From an optimization exercise on the open Yosys and OpenROAD flow, aimed at small area; shortcuts taken in it are not production practice. Function was checked by simulation only, so behaviour that the tests miss may differ from the original. No activity file was given, so power comes from the tool's default toggle rates.

**standard.sh**
```bash
#!/bin/bash
# synth_recipe.tcl (not shown) runs the flow's synth.tcl, then flattens the netlist and writes it again
# the make line also repeats each setting of config.mk as NAME=value (left out here)
make -C /OpenROAD-flow-scripts/flow DESIGN_CONFIG=/design/flow/config.mk WORK_HOME=/design/flow/orfs CLKGATE_MAP_FILE= SYNTH_SCRIPT=/design/flow/synth_recipe.tcl "${@:-finish}"
```
**config.mk**
```make
export PLATFORM = sky130hd
export DESIGN_NAME = Micro_Con_ROM
export DESIGN_NICKNAME = Micro_Con_ROM
export VERILOG_FILES = /design/flow/design.v
export SDC_FILE = /design/flow/constraint.sdc
export NUM_CORES = 4
export LEC_CHECK = 0
export CAP_MARGIN = 20
export CORE_MARGIN = 2
export CORE_UTILIZATION = 40
export PLACE_DENSITY = 0.85
export SLEW_MARGIN = 20
export SYNTH_HIERARCHICAL = 1
```
**design.v**
```verilog
`timescale 1ns / 1ps
module Micro_Con_ROM(clk, rst, REF, POT, PWM, Ena_ADC);
input clk, rst;
input [17:0] REF, POT;
output reg [17:0] PWM;
output Ena_ADC;
localparam [17:0] HSTART = 18'd206621;    
reg [5:0]  s;       
reg [17:0] H;       
reg [17:0] A;
reg [15:0] Dr;
wire [17:0] D = {Dr, 2'b00};
wire idle = s[5];
wire x0, x1, sREF, sPOT, sA, sD, sK, neg, inc, ldP, ldA, ldD;
Ctrl ctrl (.s(s), .rst(rst), .x0(x0), .x1(x1), .sREF(sREF), .sPOT(sPOT), .sA(sA),
           .sD(sD), .sK(sK), .neg(neg), .inc(inc), .ldP(ldP), .ldA(ldA), .ldD(ldD));
wire [17:0] S;
wire [17:0] H2 = {H[16:0], 1'b0};
wire [18:0] c;
assign c[0] = neg | inc;
wire x2 = !x0 && !x1;
genvar gi;
generate for (gi = 0; gi < 18; gi = gi + 1) begin : dp
  wire xb, bb;
  XMux xm (.x1(x1), .x2(x2), .h(H[gi]), .h2(H2[gi]), .x(xb));
  BMux #(.KB(HSTART[gi]), .DB(gi >= 2)) bm (.sr(sREF), .r(REF[gi]), .sp(sPOT), .p(POT[gi]),
           .sa(sA), .a(A[gi]), .sd(sD), .d(D[gi]), .sk(sK), .neg(neg), .b(bb));
  FullAdd fa (.a(xb), .b(bb), .ci(c[gi]), .s(S[gi]), .co(c[gi+1]));
end endgenerate
wire cout = c[18];
wire [5:0] s_inc = {1'b0, s[4:0]} + 6'd1;
always @(posedge clk) begin
  s[4:0] <= (rst || (idle && cout)) ? 5'd0 : s_inc[4:0];
  s[5]   <= !rst && (idle ? !cout : s_inc[5]);
  H <= S;
  if (ldP) PWM <= S;
  if (ldA) A <= S;
  if (ldD) Dr <= S[17:2];
end
assign Ena_ADC = !(s >= 6'd1 && s <= 6'd13);
endmodule
module XMux(x1, x2, h, h2, x);
input x1, x2, h, h2;
output x;
assign x = (x1 & h) | (x2 & h2);
endmodule
module BMux(sr, r, sp, p, sa, a, sd, d, sk, neg, b);
parameter KB = 0;
parameter DB = 1;
input sr, r, sp, p, sa, a, sd, d, sk, neg;
output b;
wire m;
BSel #(.KB(KB), .DB(DB)) sel (.sr(sr), .r(r), .sp(sp), .p(p), .sa(sa), .a(a), .sd(sd), .d(d),
                              .sk(sk), .m(m));
BInv inv (.m(m), .neg(neg), .b(b));
endmodule
module BSel(sr, r, sp, p, sa, a, sd, d, sk, m);
parameter KB = 0;
parameter DB = 1;
input sr, r, sp, p, sa, a, sd, d, sk;
output m;
assign m = (sr & r) | (sp & p) | (sa & a) | (DB ? (sd & d) : 1'b0) | (KB ? sk : 1'b0);
endmodule
module BInv(m, neg, b);
input m, neg;
output b;
assign b = m ^ neg;
endmodule
module FullAdd(a, b, ci, s, co);
input a, b, ci;
output s, co;
assign s = a ^ b ^ ci;
assign co = (a & b) | (ci & (a ^ b));
endmodule
module Ctrl(s, rst, x0, x1, sREF, sPOT, sA, sD, sK, neg, inc, ldP, ldA, ldD);
input [5:0] s;
input rst;
output x0, x1, sREF, sPOT, sA, sD, sK, neg, inc, ldP, ldA, ldD;
wire [7:0] lo;       
wire [3:0] hi;       
CtrlPre pre (.s(s), .lo(lo), .hi(hi));
CtrlOut out (.lo(lo), .hi(hi), .idle(s[5]), .rst(rst), .x0(x0), .x1(x1), .sREF(sREF),
             .sPOT(sPOT), .sA(sA), .sD(sD), .sK(sK), .neg(neg), .inc(inc),
             .ldP(ldP), .ldA(ldA), .ldD(ldD));
endmodule
module CtrlPre(s, lo, hi);
input [5:0] s;
output [7:0] lo;
output [3:0] hi;
assign lo = 8'd1 << s[2:0];
assign hi = s[5] ? 4'd0 : (4'd1 << s[4:3]);
endmodule
module CtrlOut(lo, hi, idle, rst, x0, x1, sREF, sPOT, sA, sD, sK, neg, inc, ldP, ldA, ldD);
input [7:0] lo;
input [3:0] hi;
input idle, rst;
output x0, x1, sREF, sPOT, sA, sD, sK, neg, inc, ldP, ldA, ldD;
function st; input [4:0] v; st = hi[v[4:3]] & lo[v[2:0]]; endfunction
assign x0   = st(0) | st(1) | st(13) | st(24) | st(31);              
assign x1   = st(10) | st(12) | st(23) | idle;                       
assign sREF = st(6) | st(9);
assign sPOT = st(1) | st(3) | st(5) | st(10) | st(13);
assign sA   = st(11) | st(23);
assign sD   = st(12) | st(18) | st(19) | st(20) | st(21) | st(22)
            | st(24) | st(26) | st(28) | st(30);
assign sK   = st(31);
assign neg  = st(1) | st(9) | st(24) | st(26);
assign inc  = idle;
assign ldP  = st(11) | rst;
assign ldA  = st(12) | st(23) | rst;
assign ldD  = st(15) | st(30) | rst;
endmodule
```
**constraint.sdc**
```tcl
create_clock -name core_clock -period 15.0 [get_ports {clk}]
set_input_delay 3.0000 -clock core_clock [delete_from_list [all_inputs] [get_ports {clk}]]
set_output_delay 3.0000 -clock core_clock [all_outputs]
set_load 0.01 [all_outputs]
```
**flow/run.sh**
```bash
#!/bin/bash
# The standard layout (standard synthesis), with buf_1 port buffers and a
# clock tree of clkbuf_4 leaves under a clkbuf_8 root without dummy loads. make's output goes to standard.log.
set -uo pipefail
bash standard.sh \
  "BUFFER_PORTS_ARGS=-buffer_cell sky130_fd_sc_hd__buf_1" \
  "CTS_ARGS=-sink_clustering_enable -repair_clock_nets -dont_use_dummy_load -buf_list sky130_fd_sc_hd__clkbuf_4 -root_buf sky130_fd_sc_hd__clkbuf_8" \
  finish > standard.log 2>&1
rc=$?
tail -5 standard.log
exit $rc
```
==> reports/qor.yml <==
outcome:
  run_status: "no timing/DRC/antenna violations"
die:
  pin_count: 57
  die_y_um: 97.2
  placement_rows: 34
  fp.dieW_um: 97.2
  core-area_um2: 8590
  start_util: 0.405
  die_area_um2: 9450
setup_path:
  critPathCaptureType: "flip-flop"
  reg2reg_depth: 23
  crit_path_top_delay_cell: "fa_1"
  worst_ep_arrival_time_ns: 10.83
  r2r-start: "s[3]"
  r2r_slack_ns: 4.77
  worst-setup-path-type: "in -> reg"
  r2r-end: "A[17]"
  crit_required_ns: 15.06
  crit_path_cell_trace: "buf_1 > a22oi_1 > nand2_1 > xor2_1 > fa_1 > fa_1 > fa_1 > fa_1 > fa_1 > fa_1 > fa_1 > fa_1 > fa_1 > fa_1 > fa_1 > fa_1 > fa_1 > fa_1 > fa_1 > fa_1 > fa_1 > fa_1"
  crit_path_max_incr_delay_ns: 0.50
  critical_path.max_fanout: 4
  worst_setup_path_start_kind: "input pin"
  timing.critical_path.mode_cell: "fa_1"
timing:
  hold_viol_final: 0
  maxClockFrequency_mhz: 92.9
  timing.final.crit_share: 0.718
  timing.max_slew.rel_slack: 0.309
  timing_max_transition_violations_final: 0
  fin_crit_ns: 10.77
  setup-violations-final: 0
  fin_worst_skew_ns: 0.0173
  timing_worst_slew_pin_value_ns: 1.03
  slack_of_the_critical_path_ns: 4.23
  rsz0062_at_grt: "false"
  finalSetupTns_ns: 0
finish:
  final-instance-count-excl-fill: 425
  register_area_um2: 2040
  fill_count: 765
  syn_to_final_growth_pct: 14.0
  final_area_um2: 3970
  final_nets: 378
  antenna-diode-count: 0
  finish.utilization: 0.461
  multi_input_logic_area_um2: 1400
  drive_gt1_frac: 0.0662
min_path:
  worst_hold_path.endpoint: "s[0]"
  hold_depth: 1
  hold_path.class: "reg -> reg"
  holdCritStartpoint: "s[0]"
grt:
  grt_first_pass_wirelength_mm: 12.6
  first_global_vias: 2548
  antenna_violations_before_repair: 0
  global_route.usage.total: 0.170
  pin_count_of_the_biggest_net_entering_global_routing: 20
  globalRouteOverflowTotal: 0
flow_run:
  max_cap_viol_count: 0
drt:
  drc_violations_left: 0
  initialDrtViolationCount: 186
  top_layer: "met4"
  detailroute.wirelength.met3_um: 698
  routed_wirelength_mm: 7.83
  routed-wl-met2_mm: 4.00
  avgRoutedWirePerCell_um: 18.4
  wl_met1_mm: 2.94
  antenna_left: 0
  dr.pass1.iters: 4
  vias_per_cell: 5.67
  via_count: 2408
placement:
  dp_cell_count: 416
  pre_cts_slack_ns: 3.94
  place.detailed.hpwl_mm: 5.17
  dpl-instance-area_um2: 3840
  placer_congestion: 0.759
  port_buffers: 56
cts:
  clk-insertion-delay-late_ns: 0.35
  ctsHoldBuffers: 0
  h_tree_levels: 3
  clk_buf_depth: 2
  cts-resized-gates: 0
  cts_tree: "yes"
  cts_setup_buffers: 0
  clk_transition_reported_paths_ns: 0.06
  sinks_on_clock_net: 76
  clockRootBuffer: "clkbuf_8"
  cts_made_buffers: 9
logic_synthesis:
  postSynthAreaPerCell_um2: 14.0
  synth_cell_type_count: 35
  syn-instance-count: 249
  syn_nets: 308
  synth.ff_latch_count: 76
  synth_area_leader_cell: "edfxtp_1"
  synth_area_leaders: "edfxtp_1 (45%), dfxtp_1 (14%), fa_1 (10%)"
  synth_ff_type: "edfxtp_1"
  top_cell_type_s_share_of_synthesized_area: 0.449
  part_of_the_yosys_area_used_for_sequential_elements: 0.587
  asyncSetResetFlopFracSynth: 0
  synth_edf_count: 52
  ys_warn_count: 8
  yosysMostFrequentCell: "edfxtp_1"
  post_synth_most_frequent_cells: "edfxtp_1 (52), dfxtp_1 (24), nand2_1 (21)"
  syn_area_um2: 3480
pwr:
  power-per-cell-area_nw_per_um2: 160
  peakVddDrop_mv: 0.0524
  leakage_uw: 0.00160
==> cell usage in the layout (no fill, tap or decap) <==
| master | count |
|---|---|
| buf_1 | 56 |
| edfxtp_1 | 52 |
| dfxtp_1 | 24 |
| nand2_1 | 21 |
| xor2_1 | 20 |
| a22o_1 | 20 |
| fa_1 | 18 |
| a22oi_1 | 15 |
| a21oi_1 | 13 |
| a222oi_1 | 10 |
| clkbuf_8 | 9 |
| o21ai_0 | 7 |
| nor2_1 | 6 |
| nor3b_1 | 5 |
| buf_4 | 5 |
| inv_1 | 4 |
| nand3_1 | 4 |
| nor3_1 | 4 |
| ha_1 | 3 |
| and3b_2 | 3 |
| or3_1 | 2 |
| a21o_1 | 2 |
| nand2b_1 | 1 |
| nand2_2 | 1 |
| nor4b_1 | 1 |
| or4_1 | 1 |
| or2_2 | 1 |
| xnor2_1 | 1 |
| and2_1 | 1 |
| o31ai_1 | 1 |
| o21ai_1 | 1 |
| a221o_2 | 1 |
| a221o_1 | 1 |
| and3_2 | 1 |
| and3b_1 | 1 |
| conb_1 | 1 |
==> layout make-up <==
cell class                 count  share of cell area
multi-input combinational    167               0.353
inverter                       4             0.00379
clock buffer                   9              0.0312
timing repair buffer          61              0.0625
sequential                    76               0.515
tap                          108              0.0341
==> flip-flops by register name (all words and copies together), names as in the netlist <==
name and count:
A 18, H 18, PWM 18, Dr 16, s 6
==> modules after synthesis (local to each module, per instance), excerpt <==
module	flops+latches	cells inside
CtrlPre	0	12
BInv	0	1
CtrlOut	0	26
FullAdd	0	1
XMux	0	1
Micro_Con_ROM	76	104
==> power breakdown <==
part           internal (uW)  switching [uW]
clock                   53.5            62.7
sequential               335            30.2
combinational           60.3            92.4
total                    449             185
==> kinds of logic after synthesis <==
logic type / Yosys count / share of synthesized area
flip-flops: 76 / 0.587
AO/OA/AOI/OAI: 71 / 0.154
AND/OR/NAND/NOR: 53 / 0.0803
XOR/XNOR: 21 / 0.0529
adder cells (fa/ha/maj): 21 / 0.114
buffers and inverters: 6 / 0.00972
other: 1 / 0.00108
==> stage by stage <==
stage          hold WS (ns)  total power (uW)
6_report              0.606               634
5_1_grt               0.635               667
4_1_cts               0.605               638
3_5_place_dp          0.595               521
3_3_place_gp          0.574               509
2_1_floorplan         0.525               459
==> critical path, delay by kind of cell <==
kind / cells / cell delay [ns]
compound gates: 1 / 0.14
buf+inv: 1 / 0.08
simple gates: 1 / 0.10
fa+ha+maj: 18 / 7.35
xor+xnor: 1 / 0.17
==> how the worst max path moves through the flow <==
stage	start	endpoint	slack, ns	depth (start not counted)
final	POT[0]	A[17]	4.23	22
after global routing	POT[0]	s[1]	4.04	24
after CTS	POT[0]	A[17]	4.28	22
after detailed placement	POT[0]	PWM[17]	3.94	22
after global placement	POT[0]	A[17]	4.15	22
after floorplan	POT[0]	A[17]	4.40	21
==> per-layer routing <==
layer	GRT usage	vias to the layer above
met3	0.0439	22
li1	-	1098
met4	0.0865	0
met2	0.289	116
met5	0	-
met1	0.200	1172

-- static timing again, ports no longer ideal --
No port has a modelled driver above. Below, the same layout with a new extraction and two added sets of constraints.
Step 1 (the two cells are an assumption about what drives the block):
set clk [get_ports {clk}]
set_driving_cell -lib_cell sky130_fd_sc_hd__clkbuf_16 $clk
set_driving_cell -lib_cell sky130_fd_sc_hd__buf_2 [delete_from_list [all_inputs] $clk]
Step 2 times the ports against the registers' clock, not the clock port: input delays grow and output delays shrink by t, the midpoint of the rising clock arrivals with the driver on.
a / b / c = ideal ports / drivers / drivers and shift; a / b = the first two.
t (ns): 0.372
setup WS [ns]: 4.234 / 4.242 / 3.870
worst data-port slew with drivers (ns): 0.04
pins driven straight from the clock port: 1
After both steps setup and hold are still met in this run. The setup slack of this run moves by +0.008 ns with the drivers and by -0.364 ns with both steps.
